Source: an optimization exercise on an open RTL-to-GDS flow (aim: small area). Production flows keep margins and buffers that such runs may drop.
Only simulation tests tie the RTL to the original design; equivalence was not proved.
Power and IR drop assume default switching activity.

==> flow/design.v <==
`timescale 1ns / 1ps
module clk_divider(
	input clk_in,
	input rst_n,
	output tick
    );
reg [5:0] q;
assign tick = (q[5:1] == 5'b01101);
wire fb = ~(q[5] ^ q[4]);
always @(posedge clk_in or negedge rst_n)
begin
	if (!rst_n)
		q <= 6'd57;
	else
		q <= {q[4], q[3] ^ tick, q[2:0], fb};
end
endmodule
`timescale 1ns / 1ps
module debouncer(
	input 		clk,
	input 		en,
	input 		rst_n,
	input 		noisy_in,
	output 		rise
    );
reg s0;
assign rise = noisy_in & ~s0;
always @(posedge clk or negedge rst_n)
begin
	if (!rst_n)
		s0 <= 1'b0;
	else if (en)
		s0 <= noisy_in;
end
endmodule
`timescale 1ns / 1ps
module elevator(
	input clk, rst,
	input tick,
	input [4:0] rise,         
	input direction_1, direction_2, direction_3,
	input [4:0] fd,           
	output reg [4:0] Lig_All,
	output reg [4:0] Elev_Put,
	output reg led_busy,
	output [4:0] disp         
);
reg [2:0] hall0, hall1, hall;
always @(posedge clk or negedge rst)
begin
	if (!rst) begin
		hall0 <= 3'd7;
		hall1 <= 3'd7;
		hall <= 3'd7;
	end
	else if (tick) begin
		hall0 <= rise[0] ? 3'd0 : rise[1] ? 3'd1 : rise[2] ? 3'd2 :
		         rise[3] ? 3'd3 : rise[4] ? 3'd4 : 3'd7;
		hall1 <= hall0;
		hall <= hall1;
	end
end
reg [7:0] Say;            
reg [2:0] pressed;        
reg way_want;
reg [2:0] inner;          
reg [4:0] Layer;
reg PosLoc, Current_way;
reg [2:0] regression;
reg [2:0] FinishPart;     
reg [1:0] DirMe;          
function lt3;
	input [2:0] a, b;
	lt3 = ~a[2] & (b[2] | (~a[1] & b[1]) | ((~a[1] | b[1]) & ~a[0] & b[0]));
endfunction
function [4:0] dec5;
	input [2:0] a;
	dec5 = {a[2], ~a[2] & (a[1:0] == 2'd3), ~a[2] & (a[1:0] == 2'd2),
	        ~a[2] & (a[1:0] == 2'd1), ~a[2] & (a[1:0] == 2'd0)};
endfunction
wire step = tick & (&Say);
wire step_d = tick & (Say == 8'd6);    
wire [4:0] car = fd & ~Layer;
wire pv = ~(pressed[2] & pressed[1]) && (pressed != regression);
wire iv = ~(inner[2] & inner[1]) && (inner != regression);
wire [1:0] dir_stop = regression[1:0] | {2{regression[2]}};
wire qv = pv | iv;
wire [2:0] q = pv ? pressed : inner;
wire q_way_ok = !pv || (way_want == Current_way);
wire in_r0 = (regression == 3'd0);
wire arrive = !PosLoc && FinishPart == regression;
wire dstop = !PosLoc && DirMe == dir_stop;
wire q_mid = q_way_ok && (Current_way ? (lt3(q, regression) && lt3(FinishPart, q))
                                      : (lt3(regression, q) && lt3(q, FinishPart)));
wire start = qv && (in_r0 || PosLoc);
wire take = start || (qv && !in_r0 && !arrive && !dstop && q_mid);
assign disp = {PosLoc, Current_way, regression};
always @(posedge clk)
begin
	if (!rst) begin
		led_busy <= 1'b0;
		Lig_All <= 5'd0;
		Elev_Put <= 5'd0;
		inner <= 3'd7;
		PosLoc <= 1'b1;
		regression <= 3'd0;
		Say <= 8'd6;
		pressed <= 3'd7;
		Layer <= 5'd0;
	end
	else if (tick) begin
		Layer <= fd;
		Say <= step ? 8'd6 : Say + 8'd1;
		if (~(hall[2] & hall[1]) && !step) begin
			pressed <= hall;
			way_want <= hall[1] ? (hall[0] ? direction_3 : direction_2) : direction_1;
		end
		else if (step_d)
			pressed <= 3'd7;
		if (car[0] && !step)      inner <= 3'd0;
		else if (car[1] && !step) inner <= 3'd1;
		else if (car[2] && !step) inner <= 3'd2;
		else if (car[3] && !step) inner <= 3'd3;
		else if (car[4] && !step) inner <= 3'd4;
		else if (step_d)          inner <= 3'd7;
		if (step) begin
			if (in_r0 ? !qv : (arrive || dstop)) begin
				Elev_Put <= Elev_Put & ~dec5(regression);
				Lig_All <= Lig_All & ~dec5(regression);
			end
			else if (take) begin
				if (pv)
					Elev_Put <= Elev_Put | dec5(q);
				else
					Lig_All <= Lig_All | dec5(q);
			end
			led_busy <= in_r0 ? (qv ? led_busy : ~PosLoc) : (arrive || dstop);
		end
		if (step_d) begin
			if (in_r0) begin
				if (qv)
					regression <= 3'd1;
				PosLoc <= !qv;
			end
			else if (arrive)
				PosLoc <= 1'b1;
			else if (dstop)
				DirMe <= 2'd0;
			else if (!PosLoc)
				regression <= (Current_way || regression[2]) ? regression - 3'd1 : regression + 3'd1;
			if (start) begin
				FinishPart <= q;
				PosLoc <= 1'b0;
				DirMe <= 2'd0;
				Current_way <= !lt3(regression, q);
			end
			else if (take)
				DirMe <= q[1:0];
		end
	end
end
endmodule
`timescale 1ns / 1ps
module ssd(
	input clk,
	input rst,                  
	input [4:0] disp,           
	output a_out, b_out, c_out, d_out, e_out, f_out, g_out,
	output p_out,
	output [7:0] an
);
reg [16:0] cnt;
reg on;                         
reg [2:0] dig;                  
localparam [16:0] TERM = 17'd85105;
localparam [16:0] TMASK = ~17'h04004;
wire adv = ((cnt ^ TERM) & TMASK) == 17'd0;
wire fb = ~(cnt[16] ^ cnt[13]);
wire on_n = rst & (on | adv);
wire [2:0] dig_n = !rst ? 3'd0 : (adv & on) ? dig + 3'd1 : dig;
always @(posedge clk)
begin
	if (!rst)
		cnt <= 17'd117873;
	else
		cnt <= {cnt[15] ^ adv, cnt[14:0], fb};
	on <= on_n;
	dig <= dig_n;
end
assign an = on ? ~(8'd1 << dig) : 8'hFF;
assign p_out = 1'b1;
reg [4:0] disp_d;
always @(posedge clk)
	disp_d <= disp;
reg [6:0] seg;
always @(*)
begin
	case (dig)
	3'd0: case (disp_d[2:0])
		3'd0: seg = 7'b0000001;
		3'd1: seg = 7'b1001111;
		3'd2: seg = 7'b0010010;
		3'd3: seg = 7'b0000110;
		default: seg = 7'b1101100;
		endcase
	3'd1: seg = 7'b1111110;
	3'd2: seg = 7'b1110001;
	3'd3: seg = 7'b0111000;
	3'd4: seg = disp_d[4] ? 7'b1000010 : disp_d[3] ? 7'b0000001 : 7'b0011000;
	3'd5: seg = disp_d[4] ? 7'b1001111 : disp_d[3] ? 7'b1000010 : 7'b1000001;
	default: seg = 7'b1111110;
	endcase
end
assign {a_out, b_out, c_out, d_out, e_out, f_out, g_out} = on ? seg : 7'b1111111;
endmodule
`timescale 1ns / 1ps
module top_module(
    input clk,
    rst,
    floor_0_p,
    floor_1_p,
    floor_2_p,
    floor_3_p,
    floor_4_p,
    direction_1,
    direction_2,
    direction_3,
    floor_0_d,
    floor_1_d,
    floor_2_d,
    floor_3_d,
    floor_4_d,
    output led_inside_0,
    led_inside_1,
    led_inside_2,
    led_inside_3,
    led_inside_4,
    led_outside_0,
    led_outside_1,
    led_outside_2,
    led_outside_3,
    led_outside_4,
    led_busy,
    a_out,b_out,c_out,d_out,e_out,f_out,g_out,p_out,
    output [7:0]an
);
    wire tick;
    wire [4:0] rise;
    wire [4:0] disp;
    clk_divider divider(.clk_in(clk), .rst_n(rst), .tick(tick));
    debouncer pb0(.clk(clk), .en(tick), .rst_n(rst), .noisy_in(floor_0_p), .rise(rise[0]));
    debouncer pb1(.clk(clk), .en(tick), .rst_n(rst), .noisy_in(floor_1_p), .rise(rise[1]));
    debouncer pb2(.clk(clk), .en(tick), .rst_n(rst), .noisy_in(floor_2_p), .rise(rise[2]));
    debouncer pb3(.clk(clk), .en(tick), .rst_n(rst), .noisy_in(floor_3_p), .rise(rise[3]));
    debouncer pb4(.clk(clk), .en(tick), .rst_n(rst), .noisy_in(floor_4_p), .rise(rise[4]));
    elevator elev(
        .clk(clk), .rst(rst), .tick(tick), .rise(rise),
        .direction_1(direction_1), .direction_2(direction_2), .direction_3(direction_3),
        .fd({floor_4_d, floor_3_d, floor_2_d, floor_1_d, floor_0_d}),
        .Lig_All({led_inside_4, led_inside_3, led_inside_2, led_inside_1, led_inside_0}),
        .Elev_Put({led_outside_4, led_outside_3, led_outside_2, led_outside_1, led_outside_0}),
        .led_busy(led_busy),
        .disp(disp));
    ssd seven_segment_display(
        .clk(clk), .rst(rst), .disp(disp),
        .a_out(a_out), .b_out(b_out), .c_out(c_out), .d_out(d_out),
        .e_out(e_out), .f_out(f_out), .g_out(g_out), .p_out(p_out),
        .an(an));
endmodule
Settings: LEC_CHECK=0, CAP_MARGIN=20, CORE_MARGIN=2, CORE_UTILIZATION=40, CTS_BUF_LIST=sky130_fd_sc_hd__clkbuf_8, PLACE_DENSITY=0.6, SLEW_MARGIN=20; clock period 10.0 ns.
standard.sh (not shown) runs the stock make flow with config.mk's settings and CLKGATE_MAP_FILE= SYNTH_SCRIPT=/design/flow/synth_recipe.tcl, a recipe that flattens the netlist after the stock synthesis.
==> flow/flow/run.sh <==
#!/bin/bash
# The standard layout (standard.sh) with these changes:
#  - ABC maps the logic with an area-oriented script (&deepsyn, then dch and
#    amap), tried with a few random seeds; the smallest result is kept.
#    Everything else in synthesis, the flip-flop mapping included, is the
#    standard synthesis (synth_recipe.tcl), so the registers are the same.
#    Yosys's full/half-adder extraction is skipped (ADDER_MAP_FILE empty), so
#    ABC sees the adders' logic as plain gates.
#  - the port buffers are made from the smallest buffer cell.
#  - clock tree synthesis adds no dummy loads.
set -euo pipefail
W=$PWD
mkdir -p "$W/abc"
cat > "$W/synth_area.tcl" <<EOF
proc abc {args} {
  set i [lsearch \$args -script]
  set lib [lindex \$args [expr {[lsearch \$args -liberty] + 1}]]
  yosys design -save pre_abc
  set best ""
  foreach seed {7 11 2 3 5 13} {
    yosys design -load pre_abc
    set f $W/abc/seed\$seed.script
    set fh [open \$f w]
    puts \$fh "strash\n&get -n\n&deepsyn -T 20 -S \$seed\n&put\ndch -f\namap\ntopo"
    close \$fh
    lset args [expr {\$i + 1}] \$f
    yosys abc {*}\$args
    yosys tee -q -o $W/abc/stat\$seed.txt stat -liberty \$lib
    set fh [open $W/abc/stat\$seed.txt r]; set txt [read \$fh]; close \$fh
    regexp {Chip area for module [^:]*: ([0-9.]+)} \$txt -> a
    puts "abc seed \$seed: area \$a"
    if {\$best eq "" || \$a < \$best} { set best \$a; yosys design -save best_abc }
  }
  yosys design -load best_abc
}
source $W/synth_recipe.tcl
EOF
export BUFFER_PORTS_ARGS="-buffer_cell sky130_fd_sc_hd__buf_1"
export CTS_ARGS="-sink_clustering_enable -repair_clock_nets -buf_list sky130_fd_sc_hd__clkbuf_8 -dont_use_dummy_load"
bash standard.sh SYNTH_SCRIPT="$W/synth_area.tcl" ADDER_MAP_FILE= finish > standard.log 2>&1
The first run completed without violations.
Rerun with:
--- a/flow/design.v
+++ b/flow/design.v
@@ -45,19 +45,20 @@
 	output reg led_busy,
 	output [4:0] disp         
 );
-reg [2:0] hall0, hall1, hall;
+reg [2:0] nhall0, nhall1, nhall;
+wire [2:0] hall = ~nhall;
 always @(posedge clk or negedge rst)
 begin
 	if (!rst) begin
-		hall0 <= 3'd7;
-		hall1 <= 3'd7;
-		hall <= 3'd7;
+		nhall0 <= 3'd0;
+		nhall1 <= 3'd0;
+		nhall <= 3'd0;
 	end
 	else if (tick) begin
-		hall0 <= rise[0] ? 3'd0 : rise[1] ? 3'd1 : rise[2] ? 3'd2 :
-		         rise[3] ? 3'd3 : rise[4] ? 3'd4 : 3'd7;
-		hall1 <= hall0;
-		hall <= hall1;
+		nhall0 <= ~(rise[0] ? 3'd0 : rise[1] ? 3'd1 : rise[2] ? 3'd2 :
+		            rise[3] ? 3'd3 : rise[4] ? 3'd4 : 3'd7);
+		nhall1 <= nhall0;
+		nhall <= nhall1;
 	end
 end
 reg [7:0] Say;            
@@ -79,7 +80,7 @@
 	        ~a[2] & (a[1:0] == 2'd1), ~a[2] & (a[1:0] == 2'd0)};
 endfunction
 wire step = tick & (&Say);
-wire step_d = tick & (Say == 8'd6);    
+wire step_d = tick & ~|Say[7:3] & ~Say[0];
 wire [4:0] car = fd & ~Layer;
 wire pv = ~(pressed[2] & pressed[1]) && (pressed != regression);
 wire iv = ~(inner[2] & inner[1]) && (inner != regression);
@@ -187,7 +188,7 @@
 	on <= on_n;
 	dig <= dig_n;
 end
-assign an = on ? ~(8'd1 << dig) : 8'hFF;
+assign an = ~({7'd0, on} << dig);
 assign p_out = 1'b1;
 reg [4:0] disp_d;
 always @(posedge clk)
@@ -196,7 +197,9 @@
 always @(*)
 begin
 	case (dig)
-	3'd0: case (disp_d[2:0])
+	3'd0: if (!on)
+		seg = 7'b1111111;
+	      else case (disp_d[2:0])
 		3'd0: seg = 7'b0000001;
 		3'd1: seg = 7'b1001111;
 		3'd2: seg = 7'b0010010;
@@ -211,7 +214,7 @@
 	default: seg = 7'b1111110;
 	endcase
 end
-assign {a_out, b_out, c_out, d_out, e_out, f_out, g_out} = on ? seg : 7'b1111111;
+assign {a_out, b_out, c_out, d_out, e_out, f_out, g_out} = seg;
 endmodule
 `timescale 1ns / 1ps
 module top_module(
Effect: Utilization went down by 0.21 points; non-clock buffer count does not change; via count drops by 4.8%; setup slack improved by 290 ps; total power fell by 3.8%; critical path depth went down by 2.

Setup of rev 12:
Starts from the design.v that is shown in full above.
Settings: LEC_CHECK=0, CAP_MARGIN=20, CORE_MARGIN=2, CORE_UTILIZATION=40, CTS_BUF_LIST=sky130_fd_sc_hd__clkbuf_8, PLACE_DENSITY=0.6, SLEW_MARGIN=20; clock period 10.0 ns.
==> flow/flow/run.sh <==
#!/bin/bash
# The standard layout (standard.sh) with these changes:
#  - ABC maps the logic with an area-oriented script (&deepsyn, then dch and
#    amap), tried with a few random seeds; the smallest result is kept.
#    Everything else in synthesis, the flip-flop mapping included, is the
#    standard synthesis (synth_recipe.tcl), so the registers are the same.
#    Yosys's full/half-adder extraction is skipped (ADDER_MAP_FILE empty), so
#    ABC sees the adders' logic as plain gates.
#  - the port buffers are made from the smallest buffer cell.
#  - clock tree synthesis adds no dummy loads.
set -euo pipefail
W=$PWD
mkdir -p "$W/abc"
cat > "$W/synth_area.tcl" <<EOF
proc abc {args} {
  set i [lsearch \$args -script]
  set lib [lindex \$args [expr {[lsearch \$args -liberty] + 1}]]
  yosys design -save pre_abc
  set best ""
  foreach seed {7 11 2} {
    yosys design -load pre_abc
    set f $W/abc/seed\$seed.script
    set fh [open \$f w]
    puts \$fh "strash\n&get -n\n&deepsyn -T 20 -S \$seed\n&put\ndch -f\namap\ntopo"
    close \$fh
    lset args [expr {\$i + 1}] \$f
    yosys abc {*}\$args
    yosys tee -q -o $W/abc/stat\$seed.txt stat -liberty \$lib
    set fh [open $W/abc/stat\$seed.txt r]; set txt [read \$fh]; close \$fh
    regexp {Chip area for module [^:]*: ([0-9.]+)} \$txt -> a
    puts "abc seed \$seed: area \$a"
    if {\$best eq "" || \$a < \$best} { set best \$a; yosys design -save best_abc }
  }
  yosys design -load best_abc
}
source $W/synth_recipe.tcl
EOF
export BUFFER_PORTS_ARGS="-buffer_cell sky130_fd_sc_hd__buf_1"
export CTS_ARGS="-sink_clustering_enable -repair_clock_nets -buf_list sky130_fd_sc_hd__clkbuf_8 -dont_use_dummy_load"
bash standard.sh SYNTH_SCRIPT="$W/synth_area.tcl" ADDER_MAP_FILE= finish > standard.log 2>&1
The inputs of rev 13 differ from those of rev 12 as listed below.
-- flow/design.v --
<<< rev 12, line 24
	output 		rise
    );
reg s0;
assign rise = noisy_in & ~s0;
always @(posedge clk or negedge rst_n)
begin
	if (!rst_n)
		s0 <= 1'b0;
	else if (en)
		s0 <= noisy_in;
end
endmodule
>>> rev 13, line 24
	output 		rise
    );
reg s0, s1, s2;
assign rise = s1 & ~s2;
always @(posedge clk or negedge rst_n)
begin
	if (!rst_n) begin
		s0 <= 1'b0;
		s1 <= 1'b0;
		s2 <= 1'b0;
	end
	else if (en) begin
		s0 <= noisy_in;
		s1 <= s0;
		s2 <= s1;
	end
end
endmodule
<<< rev 12, line 46
	output [4:0] disp         
);
reg [2:0] hall0, hall1, hall;
always @(posedge clk or negedge rst)
begin
	if (!rst) begin
		hall0 <= 3'd7;
		hall1 <= 3'd7;
		hall <= 3'd7;
	end
	else if (tick) begin
		hall0 <= rise[0] ? 3'd0 : rise[1] ? 3'd1 : rise[2] ? 3'd2 :
		         rise[3] ? 3'd3 : rise[4] ? 3'd4 : 3'd7;
		hall1 <= hall0;
		hall <= hall1;
	end
end
reg [7:0] Say;            
>>> rev 13, line 52
	output [4:0] disp         
);
reg [2:0] hall;
always @(posedge clk or negedge rst)
begin
	if (!rst)
		hall <= 3'd7;
	else if (tick)
		hall <= rise[0] ? 3'd0 : rise[1] ? 3'd1 : rise[2] ? 3'd2 :
		        rise[3] ? 3'd3 : rise[4] ? 3'd4 : 3'd7;
end
reg [7:0] Say;            
[summary]
Compared with rev 12, rev 13 shows a lower proportion of power drawn by flip-flops and latches.
Rev 13 vs. rev 12: overall routed net length now larger; multi-input combinational cell area now larger; combinational share of power now larger.
Re overall power consumption: rev 13 is about 6% up on rev 12.
Stage delay of the slowest cell on the critical path down 50 ps in rev 13 wrt rev 12
Between rev 13 and rev 12, it is rev 13 whose maximum VDD drop is higher, by about 16%.

[re-timing with driven ports]
Ports are ideal in the flow. The routed layouts listed here were re-timed in OpenROAD.
Step 1 (the two cells are an assumption about what drives the block):
set clk [get_ports {clk}]
set_driving_cell -lib_cell sky130_fd_sc_hd__clkbuf_16 $clk
set_driving_cell -lib_cell sky130_fd_sc_hd__buf_2 [delete_from_list [all_inputs] $clk]
Step 2 also shifts input and output timing later by t, the mid clock arrival at the registers, as if the neighbouring blocks saw the same clock.
Three values: no drivers, after step 1, after step 2; two values: the first two.
run	shift t [ns]	setup slack, ns	latest minus earliest clock arrival (ns)	worst slew at a driven data input, ns
the first run of note 1	0.368	5.298 / 5.298 / 5.298	0.027 / 0.028	0.03
the second run of note 1	0.371	5.585 / 5.585 / 5.585	0.017 / 0.017	0.03
rev 12	0.368	5.789 / 5.789 / 5.669	0.020 / 0.020	0.03
rev 13	0.371	5.870 / 5.839 / 5.878	0.022 / 0.022	0.05
After both steps setup and hold are still met in every run listed. For rev 12, which loses most, drivers alone change the setup slack by 0.000 ns; drivers and shift together by -0.120 ns.
